This design comes from an exercise in tuning for small area, a short achievable clock period and few clock cycles per item on the open sky130 flow, not from production work.
RTL that was checked went through simulation tests only; none was proved equivalent to the original.
For runs 3 to 6, only the layout was checked, not whether the RTL still works.
No activity file was given, so power comes from the tool's default toggle rates.

==> flow/design.v <==
module MATRIX(CLK, RESET, IN_VALID, IN, OUT_VALID, OUT);
input CLK;
input RESET;
input IN_VALID;
input [3:0] IN;
output reg OUT_VALID;
output [15:0] OUT;
reg [5:0] cnt;
reg [1:0] qa, qb, op;     
reg [1:0] ci, cj;         
reg [3:0] a [0:8];
reg [3:0] b [0:8];
reg [11:0] o;
assign OUT = {{4{o[11]}}, o};
integer n, n1;
always @(posedge CLK) begin
  if (cnt <= 6'd8 && (cnt != 6'd0 || IN_VALID)) begin
    for (n1 = 0; n1 < 8; n1 = n1 + 1) a[n1] <= a[n1+1];
    a[8] <= IN;
  end
  if (cnt >= 6'd9 && cnt <= 6'd17) begin
    for (n1 = 0; n1 < 8; n1 = n1 + 1) b[n1] <= b[n1+1];
    b[8] <= IN;
  end
end
wire deta = cnt == 6'd9 || cnt == 6'd11 || cnt == 6'd13 || cnt == 6'd15 || cnt == 6'd17 || cnt == 6'd19;
wire detb = cnt == 6'd10 || cnt == 6'd12 || cnt == 6'd14 || cnt == 6'd16 || cnt == 6'd18 || cnt == 6'd20;
wire dodd = cnt >= 6'd16 && cnt <= 6'd20;
wire [1:0] opc = (cnt == 6'd22) ? IN[1:0] : op;    
wire outmm = opc == 2'd2 && cnt >= 6'd22 && cnt <= 6'd30;
wire outas = !opc[1] && cnt >= 6'd22 && cnt <= 6'd30;
function [1:0] m3;           
  input [2:0] x;
  m3 = (x >= 3'd3) ? x - 3'd3 : x[1:0];
endfunction
function [1:0] rv;           
  input [1:0] x;
  rv = 2'd2 - x;
endfunction
wire rowA = !qa[0];                        
wire revA = qa[1];                         
wire [1:0] idxA = (qa == 2'd0 || qa == 2'd3) ? ci : rv(ci);
wire rowB = qb[0];                         
wire revB = qb[0] ^ qb[1];
wire [1:0] idxB = (qb == 2'd0 || qb == 2'd1) ? cj : rv(cj);
reg [8:0] selA;
reg [8:0] selAR;
reg [8:0] selB0, selB1, selB2;
reg [1:0] kp [0:2];
reg [1:0] alB;
reg [1:0] alA;
integer r, c, k;
always @* begin
  selA = 9'd0;
  for (r = 0; r < 3; r = r + 1)
    for (c = 0; c < 3; c = c + 1)
      if (outmm && (rowA ? (idxA == r) : (idxA == c))) selA[3*r+c] = 1'b1;
  if (cnt == 6'd9 || cnt == 6'd15) selA[0] = 1'b1;
  if (cnt == 6'd11 || cnt == 6'd17) selA[1] = 1'b1;
  if (cnt == 6'd13 || cnt == 6'd19) selA[2] = 1'b1;
  for (k = 0; k < 3; k = k + 1) begin
    alA = m3(k + 3 - idxA);
    kp[k] = revA ? rv(alA) : alA;
  end
  selB0 = 9'd0; selB1 = 9'd0; selB2 = 9'd0;
  for (k = 0; k < 3; k = k + 1) begin
    alB = (outas && k == 1) ? ci : kp[k];
    if (revB) alB = rv(alB);
    for (r = 0; r < 3; r = r + 1)
      for (c = 0; c < 3; c = c + 1)
        if ((outmm || (outas && k == 1)) &&
            (rowB ? (idxB == r && alB == c) : (idxB == c && alB == r))) begin
          if (k == 0) selB0[3*r+c] = 1'b1;
          if (k == 1) selB1[3*r+c] = 1'b1;
          if (k == 2) selB2[3*r+c] = 1'b1;
        end
  end
  selAR = 9'd0;
  alA = revA ? rv(cj) : cj;
  for (r = 0; r < 3; r = r + 1)
    for (c = 0; c < 3; c = c + 1)
      if (outas && (rowA ? (idxA == r && alA == c) : (idxA == c && alA == r))) selAR[3*r+c] = 1'b1;
  case (cnt)
    6'd9:  selAR[4] = 1'b1;
    6'd10: selAR[8] = 1'b1;
    6'd11: selAR[5] = 1'b1;
    6'd12: selAR[6] = 1'b1;
    6'd13: selAR[3] = 1'b1;
    6'd14: selAR[7] = 1'b1;
    6'd15: selAR[5] = 1'b1;
    6'd16: selAR[7] = 1'b1;
    6'd17: selAR[3] = 1'b1;
    6'd18: selAR[8] = 1'b1;
    6'd19: selAR[4] = 1'b1;
    6'd20: selAR[6] = 1'b1;
    default: ;
  endcase
end
reg [3:0] At0, At1, At2, AR, Bt0, Bt1, Bt2;
always @* begin
  At0 = 4'd0; At1 = 4'd0; At2 = 4'd0; AR = 4'd0; Bt0 = 4'd0; Bt1 = 4'd0; Bt2 = 4'd0;
  for (n = 0; n < 9; n = n + 1) begin
    if ((n / 3 + n % 3) % 3 == 0) At0 = At0 | ({4{selA[n]}} & a[n]);
    if ((n / 3 + n % 3) % 3 == 1) At1 = At1 | ({4{selA[n]}} & a[n]);
    if ((n / 3 + n % 3) % 3 == 2) At2 = At2 | ({4{selA[n]}} & a[n]);
    AR = AR | ({4{selAR[n]}} & a[n]);
    Bt0 = Bt0 | ({4{selB0[n]}} & b[n]);
    Bt1 = Bt1 | ({4{selB1[n]}} & b[n]);
    Bt2 = Bt2 | ({4{selB2[n]}} & b[n]);
  end
end
reg [3:0] X0, Y0, X1, Y1, X1D, X2, Y2;
wire dP = cnt == 6'd10 || cnt == 6'd12 || cnt == 6'd14 || cnt == 6'd16 || cnt == 6'd18 || cnt == 6'd20;
wire dA = cnt == 6'd11 || cnt == 6'd13 || cnt == 6'd15 || cnt == 6'd17 || cnt == 6'd19 || cnt == 6'd21;
wire keep = (dA && cnt != 6'd11) || cnt == 6'd22;
wire negT = cnt == 6'd17 || cnt == 6'd19 || cnt == 6'd21;
wire invo = cnt == 6'd22;
wire [11:0] ob = (keep ? o : 12'd0) ^ {12{negT | invo}};
wire c_1 = (X0[0] & Y0[0]) ^ (X1[0] & Y1[0]) ^ (X2[0] & Y2[0]);
wire c_2 = ((X0[0] & Y0[0]) & (X1[0] & Y1[0])) | ((X0[0] & Y0[0]) & (X2[0] & Y2[0])) | ((X1[0] & Y1[0]) & (X2[0] & Y2[0]));
wire c_3 = ob[0] ^ invo;
wire c_4 = ob[0] & invo;
wire c_5 = (X0[0] & Y0[1]) ^ (X0[1] & Y0[0]) ^ (X1[0] & Y1[1]);
wire c_6 = ((X0[0] & Y0[1]) & (X0[1] & Y0[0])) | ((X0[0] & Y0[1]) & (X1[0] & Y1[1])) | ((X0[1] & Y0[0]) & (X1[0] & Y1[1]));
wire c_7 = (X1[1] & Y1[0]) ^ (X2[0] & Y2[1]) ^ (X2[1] & Y2[0]);
wire c_8 = ((X1[1] & Y1[0]) & (X2[0] & Y2[1])) | ((X1[1] & Y1[0]) & (X2[1] & Y2[0])) | ((X2[0] & Y2[1]) & (X2[1] & Y2[0]));
wire c_9 = (X0[0] & Y0[2]) ^ (X0[1] & Y0[1]) ^ (X0[2] & Y0[0]);
wire c_10 = ((X0[0] & Y0[2]) & (X0[1] & Y0[1])) | ((X0[0] & Y0[2]) & (X0[2] & Y0[0])) | ((X0[1] & Y0[1]) & (X0[2] & Y0[0]));
wire c_11 = (X1[0] & Y1[2]) ^ (X1[1] & Y1[1]) ^ (X1[2] & Y1[0]);
wire c_12 = ((X1[0] & Y1[2]) & (X1[1] & Y1[1])) | ((X1[0] & Y1[2]) & (X1[2] & Y1[0])) | ((X1[1] & Y1[1]) & (X1[2] & Y1[0]));
wire c_13 = (X2[0] & Y2[2]) ^ (X2[1] & Y2[1]) ^ (X2[2] & Y2[0]);
wire c_14 = ((X2[0] & Y2[2]) & (X2[1] & Y2[1])) | ((X2[0] & Y2[2]) & (X2[2] & Y2[0])) | ((X2[1] & Y2[1]) & (X2[2] & Y2[0]));
wire c_15 = ~(X0[0] & Y0[3]) ^ (X0[1] & Y0[2]) ^ (X0[2] & Y0[1]);
wire c_16 = (~(X0[0] & Y0[3]) & (X0[1] & Y0[2])) | (~(X0[0] & Y0[3]) & (X0[2] & Y0[1])) | ((X0[1] & Y0[2]) & (X0[2] & Y0[1]));
wire c_17 = ~(X0[3] & Y0[0]) ^ ~(X1[0] & Y1[3]) ^ (X1[1] & Y1[2]);
wire c_18 = (~(X0[3] & Y0[0]) & ~(X1[0] & Y1[3])) | (~(X0[3] & Y0[0]) & (X1[1] & Y1[2])) | (~(X1[0] & Y1[3]) & (X1[1] & Y1[2]));
wire c_19 = (X1[2] & Y1[1]) ^ ~(X1[3] & Y1[0]) ^ ~(X2[0] & Y2[3]);
wire c_20 = ((X1[2] & Y1[1]) & ~(X1[3] & Y1[0])) | ((X1[2] & Y1[1]) & ~(X2[0] & Y2[3])) | (~(X1[3] & Y1[0]) & ~(X2[0] & Y2[3]));
wire c_21 = (X2[1] & Y2[2]) ^ (X2[2] & Y2[1]) ^ ~(X2[3] & Y2[0]);
wire c_22 = ((X2[1] & Y2[2]) & (X2[2] & Y2[1])) | ((X2[1] & Y2[2]) & ~(X2[3] & Y2[0])) | ((X2[2] & Y2[1]) & ~(X2[3] & Y2[0]));
wire c_23 = ob[3] ^ dP;
wire c_24 = ob[3] & dP;
wire c_25 = ~(X0[1] & Y0[3]) ^ (X0[2] & Y0[2]) ^ ~(X0[3] & Y0[1]);
wire c_26 = (~(X0[1] & Y0[3]) & (X0[2] & Y0[2])) | (~(X0[1] & Y0[3]) & ~(X0[3] & Y0[1])) | ((X0[2] & Y0[2]) & ~(X0[3] & Y0[1]));
wire c_27 = ~(X1[1] & Y1[3]) ^ (X1[2] & Y1[2]) ^ ~(X1[3] & Y1[1]);
wire c_28 = (~(X1[1] & Y1[3]) & (X1[2] & Y1[2])) | (~(X1[1] & Y1[3]) & ~(X1[3] & Y1[1])) | ((X1[2] & Y1[2]) & ~(X1[3] & Y1[1]));
wire c_29 = (X1D[0] & Y1[0]) ^ ~(X2[1] & Y2[3]) ^ (X2[2] & Y2[2]);
wire c_30 = ((X1D[0] & Y1[0]) & ~(X2[1] & Y2[3])) | ((X1D[0] & Y1[0]) & (X2[2] & Y2[2])) | (~(X2[1] & Y2[3]) & (X2[2] & Y2[2]));
wire c_31 = ~(X2[3] & Y2[1]) ^ ob[4] ^ 1'b1;
wire c_32 = (~(X2[3] & Y2[1]) & ob[4]) | (~(X2[3] & Y2[1]) & 1'b1) | (ob[4] & 1'b1);
wire c_33 = ~(X0[2] & Y0[3]) ^ ~(X0[3] & Y0[2]) ^ ~(X1[2] & Y1[3]);
wire c_34 = (~(X0[2] & Y0[3]) & ~(X0[3] & Y0[2])) | (~(X0[2] & Y0[3]) & ~(X1[2] & Y1[3])) | (~(X0[3] & Y0[2]) & ~(X1[2] & Y1[3]));
wire c_35 = ~(X1[3] & Y1[2]) ^ (X1D[0] & Y1[1]) ^ (X1D[1] & Y1[0]);
wire c_36 = (~(X1[3] & Y1[2]) & (X1D[0] & Y1[1])) | (~(X1[3] & Y1[2]) & (X1D[1] & Y1[0])) | ((X1D[0] & Y1[1]) & (X1D[1] & Y1[0]));
wire c_37 = ~(X2[2] & Y2[3]) ^ ~(X2[3] & Y2[2]) ^ ob[5];
wire c_38 = (~(X2[2] & Y2[3]) & ~(X2[3] & Y2[2])) | (~(X2[2] & Y2[3]) & ob[5]) | (~(X2[3] & Y2[2]) & ob[5]);
wire c_39 = (X0[3] & Y0[3]) ^ (X1[3] & Y1[3]) ^ (X1D[0] & Y1[2]);
wire c_40 = ((X0[3] & Y0[3]) & (X1[3] & Y1[3])) | ((X0[3] & Y0[3]) & (X1D[0] & Y1[2])) | ((X1[3] & Y1[3]) & (X1D[0] & Y1[2]));
wire c_41 = (X1D[1] & Y1[1]) ^ (X1D[2] & Y1[0]) ^ (X2[3] & Y2[3]);
wire c_42 = ((X1D[1] & Y1[1]) & (X1D[2] & Y1[0])) | ((X1D[1] & Y1[1]) & (X2[3] & Y2[3])) | ((X1D[2] & Y1[0]) & (X2[3] & Y2[3]));
wire c_43 = ~(X1D[0] & Y1[3]) ^ (X1D[1] & Y1[2]) ^ (X1D[2] & Y1[1]);
wire c_44 = (~(X1D[0] & Y1[3]) & (X1D[1] & Y1[2])) | (~(X1D[0] & Y1[3]) & (X1D[2] & Y1[1])) | ((X1D[1] & Y1[2]) & (X1D[2] & Y1[1]));
wire c_45 = ~(X1D[3] & Y1[0]) ^ ob[7] ^ 1'b1;
wire c_46 = (~(X1D[3] & Y1[0]) & ob[7]) | (~(X1D[3] & Y1[0]) & 1'b1) | (ob[7] & 1'b1);
wire c_47 = ~(X1D[1] & Y1[3]) ^ (X1D[2] & Y1[2]) ^ ~(X1D[3] & Y1[1]);
wire c_48 = (~(X1D[1] & Y1[3]) & (X1D[2] & Y1[2])) | (~(X1D[1] & Y1[3]) & ~(X1D[3] & Y1[1])) | ((X1D[2] & Y1[2]) & ~(X1D[3] & Y1[1]));
wire c_49 = ob[8] ^ 1'b1;
wire c_50 = ob[8] & 1'b1;
wire c_51 = ~(X1D[2] & Y1[3]) ^ ~(X1D[3] & Y1[2]) ^ ob[9];
wire c_52 = (~(X1D[2] & Y1[3]) & ~(X1D[3] & Y1[2])) | (~(X1D[2] & Y1[3]) & ob[9]) | (~(X1D[3] & Y1[2]) & ob[9]);
wire c_53 = (X1D[3] & Y1[3]) ^ ob[10] ^ 1'b1;
wire c_54 = ((X1D[3] & Y1[3]) & ob[10]) | ((X1D[3] & Y1[3]) & 1'b1) | (ob[10] & 1'b1);
wire c_55 = c_2 ^ c_4 ^ c_5;
wire c_56 = (c_2 & c_4) | (c_2 & c_5) | (c_4 & c_5);
wire c_57 = c_7 ^ ob[1];
wire c_58 = c_7 & ob[1];
wire c_59 = c_6 ^ c_8 ^ c_9;
wire c_60 = (c_6 & c_8) | (c_6 & c_9) | (c_8 & c_9);
wire c_61 = c_11 ^ c_13 ^ ob[2];
wire c_62 = (c_11 & c_13) | (c_11 & ob[2]) | (c_13 & ob[2]);
wire c_63 = c_10 ^ c_12 ^ c_14;
wire c_64 = (c_10 & c_12) | (c_10 & c_14) | (c_12 & c_14);
wire c_65 = c_15 ^ c_17 ^ c_19;
wire c_66 = (c_15 & c_17) | (c_15 & c_19) | (c_17 & c_19);
wire c_67 = c_21 ^ c_23;
wire c_68 = c_21 & c_23;
wire c_69 = c_16 ^ c_18 ^ c_20;
wire c_70 = (c_16 & c_18) | (c_16 & c_20) | (c_18 & c_20);
wire c_71 = c_22 ^ c_24 ^ c_25;
wire c_72 = (c_22 & c_24) | (c_22 & c_25) | (c_24 & c_25);
wire c_73 = c_27 ^ c_29 ^ c_31;
wire c_74 = (c_27 & c_29) | (c_27 & c_31) | (c_29 & c_31);
wire c_75 = c_26 ^ c_28 ^ c_30;
wire c_76 = (c_26 & c_28) | (c_26 & c_30) | (c_28 & c_30);
wire c_77 = c_32 ^ c_33 ^ c_35;
wire c_78 = (c_32 & c_33) | (c_32 & c_35) | (c_33 & c_35);
wire c_79 = c_37 ^ 1'b1;
wire c_80 = c_37 & 1'b1;
wire c_81 = c_34 ^ c_36 ^ c_38;
wire c_82 = (c_34 & c_36) | (c_34 & c_38) | (c_36 & c_38);
wire c_83 = c_39 ^ c_41 ^ ob[6];
wire c_84 = (c_39 & c_41) | (c_39 & ob[6]) | (c_41 & ob[6]);
wire c_85 = c_40 ^ c_42 ^ c_43;
wire c_86 = (c_40 & c_42) | (c_40 & c_43) | (c_42 & c_43);
wire c_87 = c_44 ^ c_46 ^ c_47;
wire c_88 = (c_44 & c_46) | (c_44 & c_47) | (c_46 & c_47);
wire c_89 = c_48 ^ c_50 ^ c_51;
wire c_90 = (c_48 & c_50) | (c_48 & c_51) | (c_50 & c_51);
wire c_91 = c_56 ^ c_58 ^ c_59;
wire c_92 = (c_56 & c_58) | (c_56 & c_59) | (c_58 & c_59);
wire c_93 = c_60 ^ c_62 ^ c_63;
wire c_94 = (c_60 & c_62) | (c_60 & c_63) | (c_62 & c_63);
wire c_95 = c_65 ^ c_67;
wire c_96 = c_65 & c_67;
wire c_97 = c_64 ^ c_66 ^ c_68;
wire c_98 = (c_64 & c_66) | (c_64 & c_68) | (c_66 & c_68);
wire c_99 = c_69 ^ c_71 ^ c_73;
wire c_100 = (c_69 & c_71) | (c_69 & c_73) | (c_71 & c_73);
wire c_101 = c_70 ^ c_72 ^ c_74;
wire c_102 = (c_70 & c_72) | (c_70 & c_74) | (c_72 & c_74);
wire c_103 = c_75 ^ c_77 ^ c_79;
wire c_104 = (c_75 & c_77) | (c_75 & c_79) | (c_77 & c_79);
wire c_105 = c_76 ^ c_78 ^ c_80;
wire c_106 = (c_76 & c_78) | (c_76 & c_80) | (c_78 & c_80);
wire c_107 = c_81 ^ c_83;
wire c_108 = c_81 & c_83;
wire c_109 = c_82 ^ c_84 ^ c_85;
wire c_110 = (c_82 & c_84) | (c_82 & c_85) | (c_84 & c_85);
wire c_111 = c_86 ^ c_87 ^ c_49;
wire c_112 = (c_86 & c_87) | (c_86 & c_49) | (c_87 & c_49);
wire c_113 = c_88 ^ c_89 ^ 1'b1;
wire c_114 = (c_88 & c_89) | (c_88 & 1'b1) | (c_89 & 1'b1);
wire c_115 = c_90 ^ c_52 ^ c_53;
wire c_116 = (c_90 & c_52) | (c_90 & c_53) | (c_52 & c_53);
wire c_117 = c_92 ^ c_93 ^ c_95;
wire c_118 = (c_92 & c_93) | (c_92 & c_95) | (c_93 & c_95);
wire c_119 = c_94 ^ c_96 ^ c_97;
wire c_120 = (c_94 & c_96) | (c_94 & c_97) | (c_96 & c_97);
wire c_121 = c_98 ^ c_100 ^ c_101;
wire c_122 = (c_98 & c_100) | (c_98 & c_101) | (c_100 & c_101);
wire c_123 = c_102 ^ c_104 ^ c_105;
wire c_124 = (c_102 & c_104) | (c_102 & c_105) | (c_104 & c_105);
wire c_125 = c_106 ^ c_108 ^ c_109;
wire c_126 = (c_106 & c_108) | (c_106 & c_109) | (c_108 & c_109);
wire c_127 = c_116 ^ c_54 ^ ob[11];
wire c_128 = (c_116 & c_54) | (c_116 & ob[11]) | (c_54 & ob[11]);
wire c_129 = c_118 ^ c_119 ^ c_99;
wire c_130 = (c_118 & c_119) | (c_118 & c_99) | (c_119 & c_99);
wire c_131 = c_120 ^ c_121 ^ c_103;
wire c_132 = (c_120 & c_121) | (c_120 & c_103) | (c_121 & c_103);
wire c_133 = c_122 ^ c_123 ^ c_107;
wire c_134 = (c_122 & c_123) | (c_122 & c_107) | (c_123 & c_107);
wire c_135 = c_124 ^ c_125 ^ c_45;
wire c_136 = (c_124 & c_125) | (c_124 & c_45) | (c_125 & c_45);
wire c_137 = c_126 ^ c_110 ^ c_111;
wire c_138 = (c_126 & c_110) | (c_126 & c_111) | (c_110 & c_111);
wire c_139 = c_138 ^ c_112 ^ c_113;
wire c_140 = (c_138 & c_112) | (c_138 & c_113) | (c_112 & c_113);
wire c_141 = c_140 ^ c_114 ^ c_115;
wire c_142 = (c_140 & c_114) | (c_140 & c_115) | (c_114 & c_115);
wire [11:0] S = {c_142,c_141,c_139,c_136,c_134,c_132,c_130,c_129,c_117,c_91,c_55,c_1} + {c_127,1'b0,1'b0,c_137,c_135,c_133,c_131,1'b0,1'b0,c_61,c_57,c_3};
wire [11:0] onext = S ^ {12{negT}};
wire oen = dA || (invo && qa[0]) || (cnt >= 6'd23 && cnt <= 6'd31 && op != 2'd3);
always @(posedge CLK) begin
  X0 <= outas ? 4'd1 : At0;
  Y0 <= (outas || deta) ? AR : Bt0;
  X1 <= outas ? {{3{opc[0]}}, 1'b1} : At1;
  X1D <= {4{detb}} & S[7:4];
  X2 <= detb ? {~S[3], S[2:0]} : At2;
  Y1 <= (deta || detb) ? AR : Bt1;
  Y2 <= (deta || detb) ? AR : Bt2;
  if (oen) o <= onext;
  if (cnt == 6'd18) qa <= IN[1:0];
  if (cnt == 6'd19) qa[1] <= qa[1] ^ (qa[0] & IN[0]);
  if (cnt == 6'd20) qb <= IN[1:0];
  if (cnt == 6'd21) qb[1] <= qb[1] ^ (qb[0] & IN[0]);
  if (cnt == 6'd22) op <= IN[1:0];
  if (cnt <= 6'd21) begin
    ci <= 2'd0; cj <= 2'd0;
  end else if (cj == 2'd2) begin
    cj <= 2'd0; ci <= ci + 2'd1;
  end else
    cj <= cj + 2'd1;
  if (RESET) begin
    cnt <= 6'd0;
    OUT_VALID <= 1'b0;
  end else begin
    if (cnt == 6'd0) cnt <= {5'd0, IN_VALID};
    else if (cnt == ((op == 2'd3) ? 6'd31 : 6'd32)) cnt <= 6'd0;
    else cnt <= cnt + 6'd1;
    OUT_VALID <= (cnt == 6'd22 && IN[1:0] == 2'd3) || (op == 2'd3 && cnt >= 6'd23 && cnt <= 6'd30) ||
                 (op != 2'd3 && cnt >= 6'd23 && cnt <= 6'd31);
  end
end
endmodule
==> flow/run.sh <==
#!/bin/bash
# synth_recipe.tcl (not shown) runs the flow's synth.tcl, then flattens the netlist and writes it again
# the make line also repeats each setting of config.mk as NAME=value (left out here)
make -C /OpenROAD-flow-scripts/flow DESIGN_CONFIG=/design/flow/config.mk WORK_HOME=/design/flow/orfs CLKGATE_MAP_FILE= SYNTH_SCRIPT=/design/flow/synth_recipe.tcl finish
==> flow/config.mk <==
export PLATFORM = sky130hd
export DESIGN_NAME = MATRIX
export DESIGN_NICKNAME = MATRIX
export VERILOG_FILES = /design/flow/design.v
export SDC_FILE = /design/flow/constraint.sdc
export NUM_CORES = 4
export LEC_CHECK = 0
export CAP_MARGIN = 20
export CORE_MARGIN = 2
export CORE_UTILIZATION = 40
export SETUP_SLACK_MARGIN = 4
export SLEW_MARGIN = 20
==> flow/constraint.sdc <==
create_clock -name core_clock -period 10.0 [get_ports {CLK}]
set_input_delay 2.0000 -clock core_clock [delete_from_list [all_inputs] [get_ports {CLK}]]
set_output_delay 2.0000 -clock core_clock [all_outputs]
set_load 0.01 [all_outputs]
==> flow_summary.ini, run 1 <==
[floorplan]
core_area_um2 = 22800
dieArea_um2 = 24600
die_y_um = 157
io-pin-count = 24
die_w_um = 157
rows = 55
start_util_pct = 41.0

[setup_path]
reg2reg_to = o[11]
reg2reg_from = cnt[3]
crit_fanout = 25
r2r_slack_ns = 4.37
worst-endpoint-required_ns = 10.17
path_class = reg2reg
rr_worst_depth = 20
cp-start-kind = flip-flop
critPathArrivalTime_ns = 5.81
end_kind = flip-flop

[detailed_routing]
num_vias = 7593
drt_iter0_drc = 1030
drtAntennaViolNets = 0
drtPass1Iterations = 7
drc = 0
avgViaCountPerCell = 5.94
drt_wl_total_um = 26700
avgRoutedWirePerCell_um = 20.9

[worst_hold_path]
whs_path_depth = 0
min_path_type = reg2reg
hp-start = a[8][2]
hold_path_end = a[7][2]

[timing]
final_max_slew_viol_count = 0
finalSetupViolations = 0
fin_skew_ns = 0.0129
rsz0062_at_grt = no
fmax_ghz = 0.178
fin_setup_tns_ns = 0
holdWs_ns = 0.486
relSlewSlack_pct = 31.3
worstMarginPinSlew_ns = 1.02
finalCritPeriodShare_pct = 56.3
hold_viol_final = 0
period_minus_slack_ns = 5.63

[synthesis]
syn-num-nets = 1038
synth-seq-cells = 129
ys_types = 76
netlist_instances = 942
ys.flop_type = edfxtp_1
yosysSeqAreaShare_pct = 37.1
netlist_area_um2 = 9330
yosysWarnings = 4
synth-async-reset-ratio_pct = 0
synth-edff-count = 88
synth_area_per_cell_um2 = 9.91

[cells_and_area]
diodes = 0
final.fill_count = 2160
drive_gt1_share_pct = 7.76
syn_to_final_growth_pct = 13.1
nets = 1049

[power_and_ir_drop]
ir_worst_vdd_mv = 0.100
power_leakage_nw = 3.78
powerDensity_nw_per_um2 = 124

[cts]
path_clk_slew_ns = 0.06
clk_latency_ns = 0.43
cts_buffer_depth = 2
ctsRootBufferMaster = clkbuf_16
cts_sinks = 129
post_cts_buffers = 0
htree_levels = 4
cts-buffers-inserted = 17
cts_tree = done

[global_route]
grt_overflow = 0
first_global_vias = 7265
grt_pass1_wl_um = 41400
grt_use_total_pct = 22.4
grt_max_degree = 39
antenna_found_initial = 0

[placement]
hpwl_um = 20300
io_buffers = 23
place_congestion = 0.972

[flow_run]
drv_cap = 0

[outcome]
outcome = complete, no violations
## layer usage
metal / vias to the layer above / share of wire, % / global-route usage [%]
met3: 74 / 7.7 / 4.10
li1: 3401 / - / -
met4: 0 / 3.3 / 8.74
met1: 3712 / 43 / 30.7
met5: - / 0 / 0
met2: 406 / 46 / 35.2
## synthesized netlist by cell type (all sizes together) (12+ instances only)
library cell  number  area [um2]
and2              40         250
a21oi             35         175
nor3              25         140
fa                59        1180
mux2i             12         145
ha                30         375
a32oi             15         131
inv              104         390
edfxtp            88        2640
nor2              55         211
xnor2             30         263
xor2              17         149
nand2            102         385
clkbuf            23        86.3
buf               14        88.8
dfxtp             41         821
and3              14        87.6
a222oi            15         150
o21ai             26         130
nand3             22         115
## logic make-up after synthesis
kind of cell,Yosys count,synth area share (%)
mux,19,2.44
compound gates,186,14.5
simple gates,330,18.8
fa+ha+maj,89,16.7
flops,129,37.1
xor+xnor,47,4.41
buf+inv,142,6.10
## final cells by class
class,count,area [um2],area share [%]
Timing Repair Buffer,29,275,2.61
Clock inverter,8,83.8,0.794
Clock buffer,24,547,5.18
Multi-Input combinational cell,671,5380,51.0
Inverter,105,394,3.74
Tap cell,313,392,3.71
Sequential cell,129,3480,33.0
## power by group
part / internal, mW / total, mW / switching (mW) / leakage [nW]
sequential: 0.597 / 0.620 / 0.0235 / 1.17
combinational: 0.0120 / 0.0326 / 0.0205 / 2.30
clock: 0.411 / 0.657 / 0.246 / 0.312
## state kept, by name (all words and copies together), names as in the netlist, 4 cells and up
signal,cells
X0,4
X1,4
X1D,4
X2,4
Y0,4
Y1,4
Y2,4
a,36
b,36
cnt,6
o,12
## what timing repair did
action / in CTS / in global routing
endpoints found under the setup margin: 2 / 4
resized for setup: 5 / 15
gates cloned: 0 / 0
hold buffers: 0 / 0
## through the flow
step	total power, mW	instance area, um2	util [%]	setup slack [ns]	std cells
6_report	1.31	10600	46.3	4.37	1279
5_1_grt	1.34	10600	46.3	4.04	1279
2_1_floorplan	0.639	9340	-	4.19	942
4_1_cts	1.31	10500	46.1	4.05	1279
3_3_place_gp	0.661	9850	43.3	3.97	1247
3_5_place_dp	0.661	9850	43.3	3.84	1247
## worst max path at each step
stage,start,to
3_3_place_gp,cnt[2],o[11]
4_1_cts,cnt[5],o[11]
3_5_place_dp,cnt[5],o[11]
5_1_grt,cnt[3],o[11]
2_1_floorplan,cnt[1],o[11]
6_report,cnt[3],o[11]
## cell usage in the layout, fill, tap and decap left out, drive strengths merged, types with 6 or more instances in the layout
cell type | Yosys | final
a41oi | 8 | 8
mux2i | 12 | 12
nor2b | 11 | 11
nand2b | 6 | 6
nor3 | 25 | 25
nand4 | 11 | 11
a221oi | 11 | 11
a32oi | 15 | 15
a22oi | 10 | 10
a222oi | 15 | 15
clkbuf | 23 | 24
a31oi | 10 | 10
nor3b | 7 | 7
nand2 | 102 | 102
a211oi | 8 | 8
a21o | 8 | 8
buf | 14 | 6
nor4 | 8 | 8
mux2 | 7 | 7
o21a | 6 | 6
inv | 104 | 107
edfxtp | 88 | 88
clkdlybuf4s50 | 0 | 23
and3 | 14 | 14
nor2 | 55 | 55
and2 | 40 | 40
fa | 59 | 59
ha | 30 | 30
xnor2 | 30 | 30
a21oi | 35 | 35
dfxtp | 41 | 41
o21ai | 26 | 26
nand3 | 22 | 22
xor2 | 17 | 17
## worst max-delay path: stages, from the launching register on
cell and delay (ns):
dfxtp_4 0.52, nor2b_2 0.25, o21ai_0 0.11, a21o_1 0.19
o21ai_1 0.19, buf_4 0.22, nand2_1 0.08, xnor2_1 0.14
fa_1 0.40, fa_1 0.41, fa_1 0.57, fa_1 0.16
inv_1 0.05, fa_1 0.44, fa_1 0.47, fa_1 0.44
xor2_1 0.16, xnor2_1 0.18, xnor2_1 0.15, xnor2_1 0.15
xnor2_1 0.08
Testbench counts, summed over its fixed seeds: cycles 52,408, items 1,600.
==> inputs of run 2 (changes only) <==
--- a/flow/config.mk
+++ b/flow/config.mk
@@ -8,5 +8,4 @@
 export CAP_MARGIN = 20
 export CORE_MARGIN = 2
 export CORE_UTILIZATION = 40
-export SETUP_SLACK_MARGIN = 4
 export SLEW_MARGIN = 20
==> flow_summary.ini, run 2 <==
[global_route]
antenna_found_initial = 0
grt_pass1_wl_um = 42000
grt_overflow = 0
first_global_vias = 7340
grt_max_degree = 39
grt_use_total_pct = 22.8

[cts]
cts_buffer_depth = 2
cts_resized = 0
path_clk_slew_ns = 0.06
htree_levels = 4
cts-buffers-inserted = 17
ctsRootBufferMaster = clkbuf_16
cts_sinks = 129
post_cts_buffers = 0
postCtsHoldBufs = 0
clk_latency_ns = 0.44
cts_tree = done

[setup_path]
crit_end = o[11]
path_class = reg2reg
reg2reg_from = cnt[4]
r2r_slack_ns = 3.81
critPathArrivalTime_ns = 6.36
startpoint = cnt[4]
reg2reg_to = o[11]
rr_worst_depth = 19
cp-start-kind = flip-flop
crit_fanout = 16
worst-endpoint-required_ns = 10.18
end_kind = flip-flop

[floorplan]
die_y_um = 157
die_w_um = 157
rows = 55
io-pin-count = 24
core_area_um2 = 22800
dieArea_um2 = 24600
start_util_pct = 41.0

[worst_hold_path]
min_path_type = reg2reg
whs_path_depth = 0

[power_and_ir_drop]
power_leakage_nw = 3.76
switchingPower_mw = 0.281
seqPwrFrac_pct = 47.4
p_int_mw = 1.03
ir_worst_vdd_mv = 0.103
switching_share_pct = 21.5
combPwrFrac_pct = 2.4
clkPwrFrac_pct = 50.2
powerDensity_nw_per_um2 = 125

[flow_run]
drv_cap = 0

[detailed_routing]
drc = 0
num_vias = 7438
avgViaCountPerCell = 5.82
drtPass1Iterations = 5
drt_iter0_drc = 701
avgRoutedWirePerCell_um = 21.0
drt_wl_total_um = 26900
drtAntennaViolNets = 0

[synthesis]
synth-async-reset-ratio_pct = 0
synthTopCellsByArea = edfxtp_1 (28%), fa_1 (13%), dfxtp_1 (8.8%), inv_1 (4.2%), nand2_1 (4.1%)
synth-simple-area-share_pct = 18.8
synth_area_per_cell_um2 = 9.91
ys_types = 76
synthAdderAreaFrac_pct = 16.7
yosysWarnings = 4
synth_top_family_by_area = simple AND/OR/NAND/NOR gates
yosysSeqAreaShare_pct = 37.1
synth_top_area_share_pct = 28.3
synthMostInstantiatedCell = inv_1
ys.flop_type = edfxtp_1
synth_compound_area_share_pct = 14.5
synth_common_cells = inv_1 (104), nand2_1 (101), edfxtp_1 (88)
netlist_instances = 942
syn-num-nets = 1038
synthXorXnorAreaFrac_pct = 4.41
synth-edff-count = 88
netlist_area_um2 = 9330
synth_top_cell_by_area = edfxtp_1
synth-seq-cells = 129
synth_mux_area_share_pct = 2.44

[placement]
io_buffers = 23
place_congestion = 0.959
hpwl_um = 20500
post-place-ws_ns = 3.89

[timing]
hold_viol_final = 0
period_minus_slack_ns = 6.19
finalCritPeriodShare_pct = 61.9
final_max_slew_viol_count = 0
fmax_ghz = 0.162
fin_setup_tns_ns = 0
fin_skew_ns = 0.0178
relSlewSlack_pct = 31.4
rsz0062_at_grt = no
holdWs_ns = 0.491
fin_ws_ns = 3.81
worstMarginPinSlew_ns = 1.02
finalSetupViolations = 0

[cells_and_area]
final.fill_count = 2188
final_common_cell = inv_1
nets = 1049
syn_to_final_growth_pct = 12.1
largestRegisters = a (36), b (36), o (12)
final_cell_mix = inv_1 (104), nand2_1 (101), edfxtp_1 (88)
drive_gt1_share_pct = 6.21
diodes = 0

[outcome]
outcome = complete, no violations
==> run 2: how the worst min path moves through the flow <==
stage,from,end,slack (ns)
after floorplan,a[0][0],X0[0],0.44
after global placement,a[8][2],a[7][2],0.46
after detailed placement,a[4][0],a[3][0],0.48
after CTS,a[2][0],a[1][0],0.49
after global routing,a[2][0],a[1][0],0.51
final,a[8][2],a[7][2],0.49
==> run 2: logic make-up after synthesis <==
group / after synthesis
buffers and inverters: 142
AO/OA/AOI/OAI: 186
AND/OR/NAND/NOR: 330
XOR/XNOR: 47
multiplexers: 19
flip-flops: 129
adder cells (fa/ha/maj): 89
==> run 2: worst max-delay path: stages (launching register included) <==
cell	delay (ns)
dfxtp_1	0.65
nand2b_1	0.28
nor2_1	0.42
o21ai_1	0.15
buf_4	0.24
nand2_1	0.40
xnor2_1	0.16
fa_1	0.39
fa_1	0.40
fa_1	0.57
fa_1	0.16
inv_1	0.05
fa_1	0.44
fa_1	0.46
fa_1	0.44
xor2_1	0.18
xnor2_1	0.15
xnor2_1	0.15
xnor2_1	0.15
xnor2_1	0.08
==> run 2: stage by stage <==
step                      instances  power (mW)  cell area, um2  utilization [%]
after floorplan                 942       0.640            9330                -
after global placement         1247       0.660            9840             43.2
after detailed placement       1247       0.660            9840             43.2
after CTS                      1279        1.31           10500             45.9
after global routing           1279        1.34           10500             45.9
final                          1279        1.31           10500             45.9
==> run 2: layout make-up <==
| type | instances | area [um2] | share of cell area [%] |
|---|---|---|---|
| Tap cell | 313 | 392 | 3.74 |
| Inverter | 105 | 394 | 3.77 |
| Clock inverter | 9 | 128 | 1.22 |
| Clock buffer | 23 | 489 | 4.68 |
| Multi-Input combinational cell | 671 | 5320 | 50.8 |
| Sequential cell | 129 | 3460 | 33.1 |
| Timing Repair Buffer | 29 | 275 | 2.63 |
==> run 2: power groups by stage <==
stage	clock [mW]	sequential [mW]	combinational [mW]
after floorplan	0	0.621	0.0189
after global routing	0.686	0.622	0.0339
after global placement	0	0.630	0.0302
after CTS	0.663	0.619	0.0307
after detailed placement	0	0.630	0.0307
final	0.657	0.620	0.0308
==> run 2: routing by layer <==
| metal | wire length (um) | up-vias | global-route usage (%) | part of all wire (%) |
|---|---|---|---|---|
| met2 | 12500 | 359 | 35.9 | 46 |
| met5 | 0 | - | 0 | 0 |
| met3 | 1890 | 67 | 4.82 | 7.0 |
| li1 | - | 3396 | - | - |
| met4 | 720 | 0 | 8.21 | 2.7 |
| met1 | 11800 | 3616 | 31.0 | 44 |
==> inputs of run 3 (changes only) <==
--- a/flow/design.v
+++ b/flow/design.v
@@ -110,11 +110,15 @@
   end
 end
 reg [3:0] X0, Y0, X1, Y1, X1D, X2, Y2;
-wire dP = cnt == 6'd10 || cnt == 6'd12 || cnt == 6'd14 || cnt == 6'd16 || cnt == 6'd18 || cnt == 6'd20;
-wire dA = cnt == 6'd11 || cnt == 6'd13 || cnt == 6'd15 || cnt == 6'd17 || cnt == 6'd19 || cnt == 6'd21;
-wire keep = (dA && cnt != 6'd11) || cnt == 6'd22;
-wire negT = cnt == 6'd17 || cnt == 6'd19 || cnt == 6'd21;
-wire invo = cnt == 6'd22;
+reg dP, dA, keep, negT, invo, oen;
+always @(posedge CLK) begin
+  dP <= deta;
+  dA <= detb;
+  keep <= (detb && cnt != 6'd10) || cnt == 6'd21;
+  negT <= cnt == 6'd16 || cnt == 6'd18 || cnt == 6'd20;
+  invo <= cnt == 6'd21;
+  oen <= detb || (cnt == 6'd21 && qa[0]) || (cnt >= 6'd22 && cnt <= 6'd30 && opc != 2'd3);
+end
 wire [11:0] ob = (keep ? o : 12'd0) ^ {12{negT | invo}};
 wire c_1 = (X0[0] & Y0[0]) ^ (X1[0] & Y1[0]) ^ (X2[0] & Y2[0]);
 wire c_2 = ((X0[0] & Y0[0]) & (X1[0] & Y1[0])) | ((X0[0] & Y0[0]) & (X2[0] & Y2[0])) | ((X1[0] & Y1[0]) & (X2[0] & Y2[0]));
@@ -260,7 +264,6 @@
 wire c_142 = (c_140 & c_114) | (c_140 & c_115) | (c_114 & c_115);
 wire [11:0] S = {c_142,c_141,c_139,c_136,c_134,c_132,c_130,c_129,c_117,c_91,c_55,c_1} + {c_127,1'b0,1'b0,c_137,c_135,c_133,c_131,1'b0,1'b0,c_61,c_57,c_3};
 wire [11:0] onext = S ^ {12{negT}};
-wire oen = dA || (invo && qa[0]) || (cnt >= 6'd23 && cnt <= 6'd31 && op != 2'd3);
 always @(posedge CLK) begin
   X0 <= outas ? 4'd1 : At0;
   Y0 <= (outas || deta) ? AR : Bt0;
--- a/flow/config.mk
+++ b/flow/config.mk
@@ -8,4 +8,5 @@
 export CAP_MARGIN = 20
 export CORE_MARGIN = 2
 export CORE_UTILIZATION = 40
+export SETUP_SLACK_MARGIN = 5
 export SLEW_MARGIN = 20
==> flow_summary.ini, run 3 <==
[cts]
htree_levels = 4
ctsRootBufferMaster = clkbuf_16
postCtsHoldBufs = 0
cts_tree = done
cts_buffer_depth = 2
cts-buffers-inserted = 17
path_clk_slew_ns = 0.06
clk_latency_ns = 0.43
cts_sinks = 134

[setup_path]
path_class = reg2reg
r2r_slack_ns = 5.16
worst-endpoint-required_ns = 10.17
rr_worst_depth = 15
end_kind = flip-flop
crit_end = o[11]
startpoint = X0[0]
crit_fanout = 4
cp-start-kind = flip-flop
critPathArrivalTime_ns = 5.01
reg2reg_from = X0[0]
reg2reg_to = o[11]

[synthesis]
netlist_area_um2 = 9370
synth_area_per_cell_um2 = 10.2
ys.flop_type = edfxtp_1
yosysSeqAreaShare_pct = 38.0
synth-async-reset-ratio_pct = 0
netlist_instances = 921
synth-seq-cells = 134
synth_top_cell_by_area = edfxtp_1
syn-num-nets = 1017
yosysWarnings = 4
synth-edff-count = 88
ys_types = 76
synthTopCellsByArea = edfxtp_1 (28%), fa_1 (13%), dfxtp_1 (9.8%), ha_1 (4.0%), inv_1 (3.8%)
synth_common_cells = inv_1 (94), edfxtp_1 (88), nand2_1 (80)
synthMostInstantiatedCell = inv_1
synth_top_area_share_pct = 28.2

[power_and_ir_drop]
combPwrFrac_pct = 2.3
seqPwrFrac_pct = 48.4
powerDensity_nw_per_um2 = 125
switchingPower_mw = 0.305
ir_worst_vdd_mv = 0.114
power_leakage_nw = 3.85
clkPwrFrac_pct = 49.3
total_power_mw = 1.33
switching_share_pct = 23.0
p_int_mw = 1.02

[placement]
hpwl_um = 20400
io_buffers = 23
post-place-ws_ns = 4.61
place_congestion = 1.01
dp.cells = 1218

[detailed_routing]
drtPass1Iterations = 5
avgViaCountPerCell = 5.92
drtAntennaViolNets = 0
drt_wl_total_um = 27400
avgRoutedWirePerCell_um = 21.8
drc = 0
num_vias = 7435
drt_iter0_drc = 876

[global_route]
grt_pass1_wl_um = 43600
grt_overflow = 0
antenna_found_initial = 0
grt_max_degree = 37
grt_use_total_pct = 23.4
first_global_vias = 7510

[timing]
rsz0062_at_grt = no
finalSetupViolations = 0
fin_ws_ns = 5.16
fmax_ghz = 0.207
worstMarginPinSlew_ns = 1.11
relSlewSlack_pct = 25.3
period_minus_slack_ns = 4.84
fin_skew_ns = 0.0171
hold_viol_final = 0
finalCritPeriodShare_pct = 48.4
final_max_slew_viol_count = 0
fin_setup_tns_ns = 0

[worst_hold_path]
min_path_type = reg2reg

[flow_run]
drv_cap = 0

[floorplan]
dieArea_um2 = 24700
die_y_um = 157
io-pin-count = 24
start_util_pct = 41.1
core_area_um2 = 22800
die_w_um = 157
rows = 55

[cells_and_area]
drive_gt1_share_pct = 8.81
final_cells = 1255
diodes = 0
final_common_cell = inv_1
final_cell_mix = inv_1 (94), edfxtp_1 (88), nand2_1 (80)
syn_to_final_growth_pct = 13.0
nets = 1025
largestRegisters = a (36), b (36), o (12)

[outcome]
outcome = complete, no violations
[run 3: kinds of logic (layout without fill, tap and decap cells)]
group	after synthesis	in the layout	synth area share (%)
compound gates	199	199	16.6
xor+xnor	48	48	4.49
fa+ha+maj	89	89	16.6
buf+inv	139	160	5.97
flops	134	134	38.0
mux	8	8	0.908
simple gates	304	304	17.3
[run 3: what timing repair did]
item / in CTS / in global routing
setup buffers: 3 / 2
pin swaps: 1 / 1
resized for setup: 6 / 17
endpoints found under the setup margin: 4 / 6
hold endpoints to repair: 0 / 0
[run 3: worst max-delay path: stages, from the launching register on]
cell and delay (ns):
dfxtp_1 0.33, and2_1 0.18, fa_1 0.46, fa_1 0.50, fa_1 0.48, fa_1 0.55, inv_1 0.05, fa_1 0.50
inv_1 0.06, ha_4 0.27, inv_1 0.05, o41ai_2 0.27, a21o_1 0.18, a211oi_1 0.08, or4_1 0.49, xnor2_1 0.14
[run 3: area by class of cell]
class                           count  area (um2)
Fill cell                        2138       12200
Multi-Input combinational cell    648        5340
Sequential cell                   134        3580
Clock buffer                       17         425
Tap cell                          313         392
Inverter                           94         353
Timing Repair Buffer               34         317
Clock inverter                     15         176
[run 3: metal layers]
layer	part of all wire (%)	global-route usage [%]
met1	42	31.4
met2	46	37.5
met3	7.7	3.96
met4	3.6	9.91
met5	0	0
[run 3: through the flow]
stage / hold WS [ns] / util [%] / cell area (um2)
CTS: 0.509 / 46.1 / 10500
floorplan: 0.441 / - / 9380
detailed placement: 0.486 / 43.3 / 9860
global placement: 0.489 / 43.3 / 9860
finish: 0.497 / 46.5 / 10600
global route: 0.515 / 46.5 / 10600
[run 3: worst min-delay path by stage]
stage                       start  endpoint  cells after the start
after floorplan           a[1][1]   a[0][1]                      0
after global placement    a[3][2]   a[2][2]                      0
after detailed placement  a[6][2]   a[5][2]                      0
after CTS                 a[3][2]   a[2][2]                      0
after global routing      a[3][2]   a[2][2]                      0
final                     a[3][2]   a[2][2]                      0
[run 3: power by group through the flow]
stage	clock [mW]	sequential, mW	combinational, mW
3_5_place_dp	0	0.653	0.0306
2_1_floorplan	0	0.641	0.0198
6_report	0.654	0.642	0.0305
3_3_place_gp	0	0.654	0.0303
5_1_grt	0.685	0.644	0.0338
4_1_cts	0.661	0.642	0.0308
==> inputs of run 4 (changes only) <==
--- a/flow/config.mk
+++ b/flow/config.mk
@@ -8,5 +8,5 @@
 export CAP_MARGIN = 20
 export CORE_MARGIN = 2
 export CORE_UTILIZATION = 40
-export SETUP_SLACK_MARGIN = 5
+export SETUP_SLACK_MARGIN = 3
 export SLEW_MARGIN = 20
==> flow_summary.ini, run 4 <==
[setup_path]
critPathMostFrequentCell = inv_1
cp_top_family = adder cells
max_stage_delay_ns = 0.72
end_kind = flip-flop
cp-start-kind = flip-flop
critPathArrivalTime_ns = 5.49
slowest_stage = dfxtp_1
r2r_slack_ns = 4.69
crit_fanout = 13
worst-endpoint-required_ns = 10.18
crit_buf_inv = 6
cp_cell_sequence = nor2_1 -> buf_4 -> xor2_1 -> ha_1 -> inv_1 -> fa_1 -> fa_1 -> inv_1 -> fa_1 -> inv_1 -> fa_1 -> inv_1 -> ha_1 -> inv_1 -> o41ai_1 -> a21o_1 -> a211oi_1 -> or4_1 -> xnor2_1
path_class = reg2reg

[cts]
cts_resized = 0
htree_levels = 4
postCtsHoldBufs = 0
cts-buffers-inserted = 17
path_clk_slew_ns = 0.06
cts_tree = done
cts_sinks = 134
ctsRootBufferMaster = clkbuf_16
post_cts_buffers = 0
cts_buffer_depth = 2
clk_latency_ns = 0.44

[cells_and_area]
register_area_um2 = 3560
final_area_um2 = 10400
nets = 1021
syn_to_final_growth_pct = 11.1
largestRegisters = a (36), b (36), o (12)
final_cell_mix = inv_1 (94), edfxtp_1 (88), nand2_1 (80)
diodes = 0
drive_gt1_share_pct = 6.40
multiInputGateArea_um2 = 5260
final_common_cell = inv_1
final.fill_count = 2168
final_cells = 1251

[synthesis]
synth-async-reset-ratio_pct = 0
netlist_instances = 921
syn-num-nets = 1017
synth_area_per_cell_um2 = 10.2
synth-simple-area-share_pct = 17.3
yosysWarnings = 4
netlist_area_um2 = 9370
synth_top_area_share_pct = 28.2
synth_mux_area_share_pct = 0.908
yosysSeqAreaShare_pct = 38.0
synthMostInstantiatedCell = inv_1
synth-edff-count = 88
ys_types = 76
synthTopCellsByArea = edfxtp_1 (28%), fa_1 (13%), dfxtp_1 (9.8%), ha_1 (4.0%), inv_1 (3.8%)
ys.flop_type = edfxtp_1
synth_compound_area_share_pct = 16.6
synth_common_cells = inv_1 (94), edfxtp_1 (88), nand2_1 (80)
synthXorXnorAreaFrac_pct = 4.49
synthAdderAreaFrac_pct = 16.6
synth-seq-cells = 134
synth_top_cell_by_area = edfxtp_1
synth_top_family_by_area = simple AND/OR/NAND/NOR gates

[timing]
rsz0062_at_grt = no
fin_setup_tns_ns = 0
fin_skew_ns = 0.0162
hold_viol_final = 0
final_max_slew_viol_count = 0
finalCritPeriodShare_pct = 53.1
worstMarginPinSlew_ns = 0.963
period_minus_slack_ns = 5.31
fmax_ghz = 0.188
relSlewSlack_pct = 35.7
finalSetupViolations = 0

[power_and_ir_drop]
powerDensity_nw_per_um2 = 123
ir_worst_vdd_mv = 0.108
power_leakage_nw = 3.80

[detailed_routing]
drtAntennaViolNets = 0
avgViaCountPerCell = 5.88
drtPass1Iterations = 6
drc = 0
drt_iter0_drc = 986
num_vias = 7353
drt_wl_total_um = 26300
avgRoutedWirePerCell_um = 21.0

[floorplan]
die_w_um = 157
core_area_um2 = 22800
dieArea_um2 = 24700
start_util_pct = 41.1
rows = 55
io-pin-count = 24
die_y_um = 157

[flow_run]
drv_cap = 0

[placement]
place_congestion = 0.957
dp.cells = 1219
io_buffers = 23
place_area_um2 = 9850
hpwl_um = 19700

[global_route]
grt_use_total_pct = 22.1
grt_overflow = 0
antenna_found_initial = 0
grt_pass1_wl_um = 41500
first_global_vias = 7143
grt_max_degree = 37

[worst_hold_path]
min_path_type = reg2reg

[outcome]
outcome = complete, no violations
==> run 4: cell counts after synthesis <==
Identical to the previous run, type by type.
==> run 4: cell type report <==
class / count / share of cell area (%)
timing repair buffer: 30 / 2.72
sequential: 134 / 34.2
inverter: 94 / 3.39
tap: 313 / 3.76
clock buffer: 25 / 4.76
clock inverter: 7 / 0.649
multi-input combinational: 648 / 50.5
==> run 4: worst paths after layout <==
path,startpoint,to,depth (start not counted)
max,negT,o[11],19
min,a[2][3],a[1][3],0
max reg2reg,negT,o[11],19
min reg2reg,a[2][3],a[1][3],0
==> run 4: routing by layer <==
layer	track usage [%]	vias to the layer above	part of all wire, %	routed length, um
met5	0	-	0	0
met4	8.87	0	3.3	868
met2	34.7	373	46	12100
met1	30.7	3535	43	11400
li1	-	3368	-	-
met3	3.50	77	7.2	1880
==> run 4: kinds of logic (layout without fill, tap and decap cells) <==
| kind of cell | after synthesis | count (layout) |
|---|---|---|
| and+or+nand+nor | 304 | 304 |
| buffers and inverters | 139 | 156 |
| DFF | 134 | 134 |
| AOI/OAI and AO/OA | 199 | 199 |
| adders and majority gates | 89 | 89 |
| xor gates and xnor gates | 48 | 48 |
| muxes | 8 | 8 |
==> run 4: power by group <==
group | leakage (nW) | switching (mW) | internal, mW
clock | 0.282 | 0.244 | 0.368
combinational | 2.32 | 0.0180 | 0.0113
sequential | 1.20 | 0.0229 | 0.617
==> run 4: per-stage QoR <==
stage / worst slack (ns) / hold WS (ns) / utilization, % / power [mW]
final: 4.69 / 0.497 / 45.7 / 1.28
after global routing: 4.29 / 0.508 / 45.7 / 1.31
after CTS: 4.63 / 0.496 / 45.7 / 1.29
after detailed placement: 4.65 / 0.482 / 43.2 / 0.680
after global placement: 4.74 / 0.476 / 43.2 / 0.681
after floorplan: 3.95 / 0.441 / - / 0.661
==> inputs of run 5 (changes only) <==
--- a/flow/design.v
+++ b/flow/design.v
@@ -27,8 +27,11 @@
 wire detb = cnt == 6'd10 || cnt == 6'd12 || cnt == 6'd14 || cnt == 6'd16 || cnt == 6'd18 || cnt == 6'd20;
 wire dodd = cnt >= 6'd16 && cnt <= 6'd20;
 wire [1:0] opc = (cnt == 6'd22) ? IN[1:0] : op;    
-wire outmm = opc == 2'd2 && cnt >= 6'd22 && cnt <= 6'd30;
-wire outas = !opc[1] && cnt >= 6'd22 && cnt <= 6'd30;
+wire outmm = cnt == 6'd22 || (op == 2'd2 && cnt >= 6'd23 && cnt <= 6'd30);    
+wire outas = !op[1] && cnt >= 6'd23 && cnt <= 6'd30;                         
+wire outar = cnt >= 6'd22 && cnt <= 6'd30;                                   
+wire isas = (cnt == 6'd22) ? !IN[1] : outas;                                 
+wire [3:0] Bc = (qb == 2'd0) ? b[0] : (qb == 2'd1) ? b[2] : (qb == 2'd2) ? b[8] : b[6];
 function [1:0] m3;           
   input [2:0] x;
   m3 = (x >= 3'd3) ? x - 3'd3 : x[1:0];
@@ -79,7 +82,7 @@
   alA = revA ? rv(cj) : cj;
   for (r = 0; r < 3; r = r + 1)
     for (c = 0; c < 3; c = c + 1)
-      if (outas && (rowA ? (idxA == r && alA == c) : (idxA == c && alA == r))) selAR[3*r+c] = 1'b1;
+      if (outar && (rowA ? (idxA == r && alA == c) : (idxA == c && alA == r))) selAR[3*r+c] = 1'b1;
   case (cnt)
     6'd9:  selAR[4] = 1'b1;
     6'd10: selAR[8] = 1'b1;
@@ -265,12 +268,12 @@
 wire [11:0] S = {c_142,c_141,c_139,c_136,c_134,c_132,c_130,c_129,c_117,c_91,c_55,c_1} + {c_127,1'b0,1'b0,c_137,c_135,c_133,c_131,1'b0,1'b0,c_61,c_57,c_3};
 wire [11:0] onext = S ^ {12{negT}};
 always @(posedge CLK) begin
-  X0 <= outas ? 4'd1 : At0;
-  Y0 <= (outas || deta) ? AR : Bt0;
-  X1 <= outas ? {{3{opc[0]}}, 1'b1} : At1;
+  X0 <= isas ? 4'd1 : At0;
+  Y0 <= (isas || deta) ? AR : Bt0;
+  X1 <= isas ? {{3{opc[0]}}, 1'b1} : At1;
   X1D <= {4{detb}} & S[7:4];
-  X2 <= detb ? {~S[3], S[2:0]} : At2;
-  Y1 <= (deta || detb) ? AR : Bt1;
+  X2 <= detb ? {~S[3], S[2:0]} : (isas ? 4'd0 : At2);
+  Y1 <= (deta || detb) ? AR : ((cnt == 6'd22 && !IN[1]) ? Bc : Bt1);
   Y2 <= (deta || detb) ? AR : Bt2;
   if (oen) o <= onext;
   if (cnt == 6'd18) qa <= IN[1:0];
--- a/flow/config.mk
+++ b/flow/config.mk
@@ -8,5 +8,5 @@
 export CAP_MARGIN = 20
 export CORE_MARGIN = 2
 export CORE_UTILIZATION = 40
-export SETUP_SLACK_MARGIN = 3
+export SETUP_SLACK_MARGIN = 5
 export SLEW_MARGIN = 20
==> flow_summary.ini, run 5 <==
[outcome]
outcome = complete, no violations

[global_route]
first_global_vias = 7141
grt_use_total_pct = 21.6
antenna_found_initial = 1
grt_overflow = 0
grt_max_degree = 37
grt_pass1_wl_um = 40600

[setup_path]
crit_buf_inv = 0
cp_top_family = multiplexers
worst-endpoint-required_ns = 10.28
path_class = reg2reg
slowest_stage = edfxtp_1
max_stage_delay_ns = 0.84
critPathArrivalTime_ns = 5.05
end_kind = flip-flop
cp-start-kind = flip-flop
crit_fanout = 23
critPathMostFrequentCell = mux2i_1
cp_cell_sequence = xor2_1 -> nor2_1 -> a21o_1 -> ha_1 -> mux2_2 -> o21ai_0 -> ha_1 -> mux2i_1 -> mux2i_1 -> mux2i_1 -> o22ai_1 -> nor3_1 -> a211oi_2

[cts]
path_clk_slew_ns = 0.06
cts_buffer_depth = 2
cts_tree = done
cts-buffers-inserted = 17
clk_latency_ns = 0.44
htree_levels = 4
post_cts_buffers = 0
cts_sinks = 134
ctsRootBufferMaster = clkbuf_16

[floorplan]
io-pin-count = 24
die_y_um = 158
start_util_pct = 40.5
dieArea_um2 = 24900
rows = 56
die_w_um = 158
core_area_um2 = 23300

[synthesis]
netlist_area_um2 = 9440
syn-num-nets = 1022
netlist_instances = 925
synth-seq-cells = 134
synthTopCellsByArea = edfxtp_1 (28%), fa_1 (13%), dfxtp_1 (9.8%), ha_1 (4.1%), nand2_1 (3.6%)
synth-async-reset-ratio_pct = 0
synth-edff-count = 88
synth_top_cell_by_area = edfxtp_1
yosysWarnings = 4
ys.flop_type = edfxtp_1
synth_common_cells = nand2_1 (91), edfxtp_1 (88), inv_1 (83)
synthMostInstantiatedCell = nand2_1
yosysSeqAreaShare_pct = 37.7
synth_top_area_share_pct = 28.0
ys_types = 67
synth_area_per_cell_um2 = 10.2

[placement]
io_buffers = 23
hpwl_um = 19100
place_congestion = 0.976
place_area_um2 = 9920
post-place-ws_ns = 4.81
dp.cells = 1226

[timing]
fin_ws_ns = 5.23
holdWs_ns = 0.493
rsz0062_at_grt = no
relSlewSlack_pct = 25.9
final_max_slew_viol_count = 0
hold_viol_final = 0
fin_skew_ns = 0.0113
worstMarginPinSlew_ns = 1.11
finalSetupViolations = 0
period_minus_slack_ns = 4.77
fin_setup_tns_ns = 0
fmax_ghz = 0.210
finalCritPeriodShare_pct = 47.7

[detailed_routing]
drtPass1Iterations = 7
drtAntennaViolNets = 0
drt_iter0_drc = 1073
drt_wl_total_um = 26000
avgRoutedWirePerCell_um = 20.7
avgViaCountPerCell = 5.89
drc = 0
num_vias = 7414

[cells_and_area]
drive_gt1_share_pct = 7.14
largestRegisters = a (36), b (36), o (12)
final_area_um2 = 10600
diodes = 0
final_cells = 1258
final_common_cell = nand2_1
syn_to_final_growth_pct = 11.8
nets = 1023
final_cell_mix = nand2_1 (91), edfxtp_1 (88), inv_1 (83)

[power_and_ir_drop]
powerDensity_nw_per_um2 = 126
ir_worst_vdd_mv = 0.106
power_leakage_nw = 3.85

[flow_run]
drv_cap = 0

[worst_hold_path]
min_path_type = reg2reg
run 5: cell count changes after synthesis, sizes merged, moves of 7 or more:
cell / change
nand4: -20
nand3: -16
a222oi: +14
a211oi: +12
a221oi: -11
inv: -11
mux2i: +11
nand2: +11
a41oi: -10
nor4: -10
mux2: +9
and2: +7
run 5: cells by family (layout without fill, tap and decap cells):
kind of cell / after synthesis / in the layout / synth area share, %
flops: 134 / 134 / 37.7
mux: 28 / 28 / 3.14
buf+inv: 130 / 144 / 5.68
xor+xnor: 49 / 49 / 4.54
compound gates: 212 / 212 / 17.1
simple gates: 282 / 282 / 15.2
fa+ha+maj: 90 / 90 / 16.6
run 5: final cells by class:
cell class                 instances  area [um2]
inverter                          83         312
clock inverter                     8        78.8
clock buffer                      24         546
tap                              319         399
multi-input combinational        661        5380
timing repair buffer              29         275
sequential                       134        3560
fill                            2247       12800
run 5: timing repair:
item                       4_1_cts  5_1_grt
resized for setup                2        3
setup endpoints to repair        3        2
hold buffers                     0        0
run 5: worst paths after layout:
path / slack [ns] / to / cells past startpoint / start
max: 5.23 / Y1[3] / 13 / qa[0]
min: 0.49 / a[7][0] / 0 / a[8][0]
max reg2reg: 5.23 / Y1[3] / 13 / qa[0]
min reg2reg: 0.49 / a[7][0] / 0 / a[8][0]
run 5: power by group:
part	internal, mW	switching [mW]
Clock	0.407	0.253
Sequential	0.617	0.0228
Combinational	0.00949	0.0186
Total	1.03	0.295
run 5: worst reg2reg max path: cells and delay by family (launching register included):
| kind | cells | cell delay, ns |
|---|---|---|
| multiplexers | 4 | 1.57 |
| adder cells (fa/ha/maj) | 2 | 1.09 |
| flip-flops | 1 | 0.84 |
| AO/OA/AOI/OAI | 4 | 0.47 |
| XOR/XNOR | 1 | 0.20 |
| AND/OR/NAND/NOR | 2 | 0.47 |
run 5: routing by layer:
layer  GRT usage (%)  up-vias  wire length, um
met5               0        -                0
met4            7.27        0              700
met3            4.95       63             2340
met2            34.2      417            11800
met1            29.3     3584            11100
li1                -     3350                -
run 5: through the flow:
stage | utilization, % | power (mW)
floorplan | - | 0.659
global placement | 42.5 | 0.678
detailed placement | 42.5 | 0.679
CTS | 45.2 | 1.33
global route | 45.2 | 1.36
finish | 45.2 | 1.33
==> inputs of run 6 (changes only) <==
--- a/flow/design.v
+++ b/flow/design.v
@@ -48,7 +48,8 @@
 wire [1:0] idxB = (qb == 2'd0 || qb == 2'd1) ? cj : rv(cj);
 reg [8:0] selA;
 reg [8:0] selAR;
-reg [8:0] selB0, selB1, selB2;
+reg [8:0] selBL;
+reg [1:0] tau [0:2];
 reg [1:0] kp [0:2];
 reg [1:0] alB;
 reg [1:0] alA;
@@ -65,18 +66,14 @@
     alA = m3(k + 3 - idxA);
     kp[k] = revA ? rv(alA) : alA;
   end
-  selB0 = 9'd0; selB1 = 9'd0; selB2 = 9'd0;
+  selBL = 9'd0;
+  for (r = 0; r < 3; r = r + 1)
+    for (c = 0; c < 3; c = c + 1)
+      if (rowB ? (idxB == r) : (idxB == c)) selBL[3*r+c] = 1'b1;
   for (k = 0; k < 3; k = k + 1) begin
     alB = (outas && k == 1) ? ci : kp[k];
     if (revB) alB = rv(alB);
-    for (r = 0; r < 3; r = r + 1)
-      for (c = 0; c < 3; c = c + 1)
-        if ((outmm || (outas && k == 1)) &&
-            (rowB ? (idxB == r && alB == c) : (idxB == c && alB == r))) begin
-          if (k == 0) selB0[3*r+c] = 1'b1;
-          if (k == 1) selB1[3*r+c] = 1'b1;
-          if (k == 2) selB2[3*r+c] = 1'b1;
-        end
+    tau[k] = m3(idxB + alB);
   end
   selAR = 9'd0;
   alA = revA ? rv(cj) : cj;
@@ -99,19 +96,27 @@
     default: ;
   endcase
 end
-reg [3:0] At0, At1, At2, AR, Bt0, Bt1, Bt2;
+reg [3:0] At0, At1, At2, AR, Bl0, Bl1, Bl2;
 always @* begin
-  At0 = 4'd0; At1 = 4'd0; At2 = 4'd0; AR = 4'd0; Bt0 = 4'd0; Bt1 = 4'd0; Bt2 = 4'd0;
+  At0 = 4'd0; At1 = 4'd0; At2 = 4'd0; AR = 4'd0; Bl0 = 4'd0; Bl1 = 4'd0; Bl2 = 4'd0;
   for (n = 0; n < 9; n = n + 1) begin
     if ((n / 3 + n % 3) % 3 == 0) At0 = At0 | ({4{selA[n]}} & a[n]);
     if ((n / 3 + n % 3) % 3 == 1) At1 = At1 | ({4{selA[n]}} & a[n]);
     if ((n / 3 + n % 3) % 3 == 2) At2 = At2 | ({4{selA[n]}} & a[n]);
     AR = AR | ({4{selAR[n]}} & a[n]);
-    Bt0 = Bt0 | ({4{selB0[n]}} & b[n]);
-    Bt1 = Bt1 | ({4{selB1[n]}} & b[n]);
-    Bt2 = Bt2 | ({4{selB2[n]}} & b[n]);
+    if ((n / 3 + n % 3) % 3 == 0) Bl0 = Bl0 | ({4{selBL[n]}} & b[n]);
+    if ((n / 3 + n % 3) % 3 == 1) Bl1 = Bl1 | ({4{selBL[n]}} & b[n]);
+    if ((n / 3 + n % 3) % 3 == 2) Bl2 = Bl2 | ({4{selBL[n]}} & b[n]);
   end
 end
+function [3:0] pick;
+  input [1:0] t;
+  input [3:0] v0, v1, v2;
+  pick = (t == 2'd0) ? v0 : (t == 2'd1) ? v1 : v2;
+endfunction
+wire [3:0] Bt0 = pick(tau[0], Bl0, Bl1, Bl2);
+wire [3:0] Bt1 = pick(tau[1], Bl0, Bl1, Bl2);
+wire [3:0] Bt2 = pick(tau[2], Bl0, Bl1, Bl2);
 reg [3:0] X0, Y0, X1, Y1, X1D, X2, Y2;
 reg dP, dA, keep, negT, invo, oen;
 always @(posedge CLK) begin
==> flow_summary.ini, run 6 <==
[floorplan]
dieArea_um2 = 25700
die_w_um = 160
rows = 57
io-pin-count = 24
core_area_um2 = 24200
start_util_pct = 40.5

[synthesis]
synthXorXnorAreaFrac_pct = 4.37
synth-seq-cells = 134
ys.flop_type = edfxtp_1
synth-edff-count = 88
synth_area_per_cell_um2 = 10.3
netlist_area_um2 = 9790
synth_top_area_share_pct = 27.0
yosysSeqAreaShare_pct = 36.4
synth-async-reset-ratio_pct = 0
synth_common_cells = inv_1 (102), nand2_1 (89), edfxtp_1 (88)
synth_compound_area_share_pct = 15.3
synth-simple-area-share_pct = 15.5
ys_types = 93
synthAdderAreaFrac_pct = 17.3
yosysWarnings = 5
synthTopCellsByArea = edfxtp_1 (27%), fa_1 (13%), dfxtp_1 (9.4%), ha_1 (4.6%), inv_1 (3.9%)

[detailed_routing]
drtAntennaViolNets = 0
drt_wl_total_um = 24100
avgRoutedWirePerCell_um = 18.7
drc = 0
drt_iter0_drc = 794
avgViaCountPerCell = 5.48
dr_wl_met2_um = 10800
top_layer_used = met4
num_vias = 7074

[cells_and_area]
syn_to_final_growth_pct = 10.7
nets = 1060
diodes = 0
drive_gt1_share_pct = 9.09
final_cell_mix = inv_1 (102), nand2_1 (89), edfxtp_1 (88)

[timing]
rsz0062_at_grt = yes
worstMarginPinSlew_ns = 0.956
relSlewSlack_pct = 35.6
finalCritPeriodShare_pct = 47.5
fmax_ghz = 0.210
finalSetupViolations = 0
final_max_slew_viol_count = 0
period_minus_slack_ns = 4.75

[outcome]
outcome = complete, no violations

[global_route]
grt_max_degree = 38
grt_use_total_pct = 19.5
first_global_vias = 7071
grt_overflow = 0
antenna_found_initial = 0

[setup_path]
critPathArrivalTime_ns = 4.94
cp-start-kind = flip-flop
reg2reg_to = o[11]
r2r_slack_ns = 5.25
reg2reg_from = Y1[3]
path_class = reg2reg

[cts]
cts_tree = done
cts_buffer_depth = 2
htree_levels = 4
ctsRootBufferMaster = clkbuf_16
cts_sinks = 134
path_clk_slew_ns = 0.06
cts-buffers-inserted = 17

[worst_hold_path]
whs_path_depth = 0
min_path_type = reg2reg
hp-start = b[4][2]

[flow_run]
drv_cap = 0

[power_and_ir_drop]
powerDensity_nw_per_um2 = 120
total_power_mw = 1.30
ir_worst_vdd_mv = 0.109

[placement]
io_buffers = 23
run 6: kinds of logic (layout without fill, tap and decap cells):
| logic type | Yosys count | count (layout) |
|---|---|---|
| adders and majority gates | 98 | 98 |
| xor gates and xnor gates | 48 | 48 |
| muxes | 42 | 42 |
| AOI/OAI and AO/OA | 194 | 194 |
| DFF | 134 | 134 |
| buffers and inverters | 145 | 166 |
| and+or+nand+nor | 286 | 286 |
run 6: area by class of cell:
cell class	count	area [um2]
clock buffer	18	429
clock inverter	14	134
fill	2246	13300
inverter	104	390
multi-input combinational	668	5620
sequential	134	3570
tap	324	405
timing repair buffer	30	283
run 6: worst max path at each step:
stage	slack, ns	start	end	depth (start not counted)
6_report	5.25	Y1[3]	o[11]	16
5_1_grt	4.86	Y1[3]	o[11]	16
4_1_cts	5.16	negT	o[11]	17
3_5_place_dp	4.94	negT	o[11]	17
3_3_place_gp	5.05	negT	o[11]	17
2_1_floorplan	5.34	negT	o[11]	17
run 6: metal layers:
metal	GRT usage (%)	up-vias
met4	6.27	0
met1	27.8	3447
met2	30.7	213
li1	-	3375
met3	3.02	39
met5	0	-
run 6: critical path, cell delays in order (launching register included):
cell	delay (ns)
dfxtp_1	0.46
nand2_1	0.12
fa_1	0.54
inv_1	0.05
fa_1	0.47
inv_1	0.05
fa_1	0.45
fa_1	0.49
inv_1	0.05
fa_1	0.49
inv_1	0.04
ha_1	0.37
nand4_1	0.12
o311ai_0	0.32
a21oi_1	0.16
nor3b_1	0.24
xnor2_1	0.09
run 6: power breakdown:
group / total (mW) / leakage, nW / internal, mW / switching, mW
Clock: 0.611 / 0.267 / 0.363 / 0.248
Sequential: 0.645 / 1.21 / 0.617 / 0.0273
Combinational: 0.0408 / 2.68 / 0.0172 / 0.0235
Total: 1.30 / 4.16 / 0.998 / 0.299
run 6: metrics by stage:
step	instance area [um2]	hold slack, ns	std cells	setup slack, ns
2_1_floorplan	9800	0.426	947	5.34
3_3_place_gp	10300	0.438	1260	5.05
3_5_place_dp	10300	0.443	1260	4.94
4_1_cts	10800	0.453	1292	5.16
5_1_grt	10800	0.470	1292	4.86
6_report	10800	0.452	1292	5.25
run 6: what timing repair did:
action | 4_1_cts | 5_1_grt
hold buffers | 0 | 0
setup buffers | 0 | 0
setup endpoints to repair | 1 | 6
gates cloned | 0 | 0
hold endpoints to repair | 0 | 0
resized for setup | 1 | 2

Check on run 6: ideal ports give 5.247 ns setup slack; a clkbuf_16 on the clock port and buf_2 on the inputs give 5.247 ns; moving port delays by the midpoint clock arrival (0.476 ns) as well gives 5.247 ns.
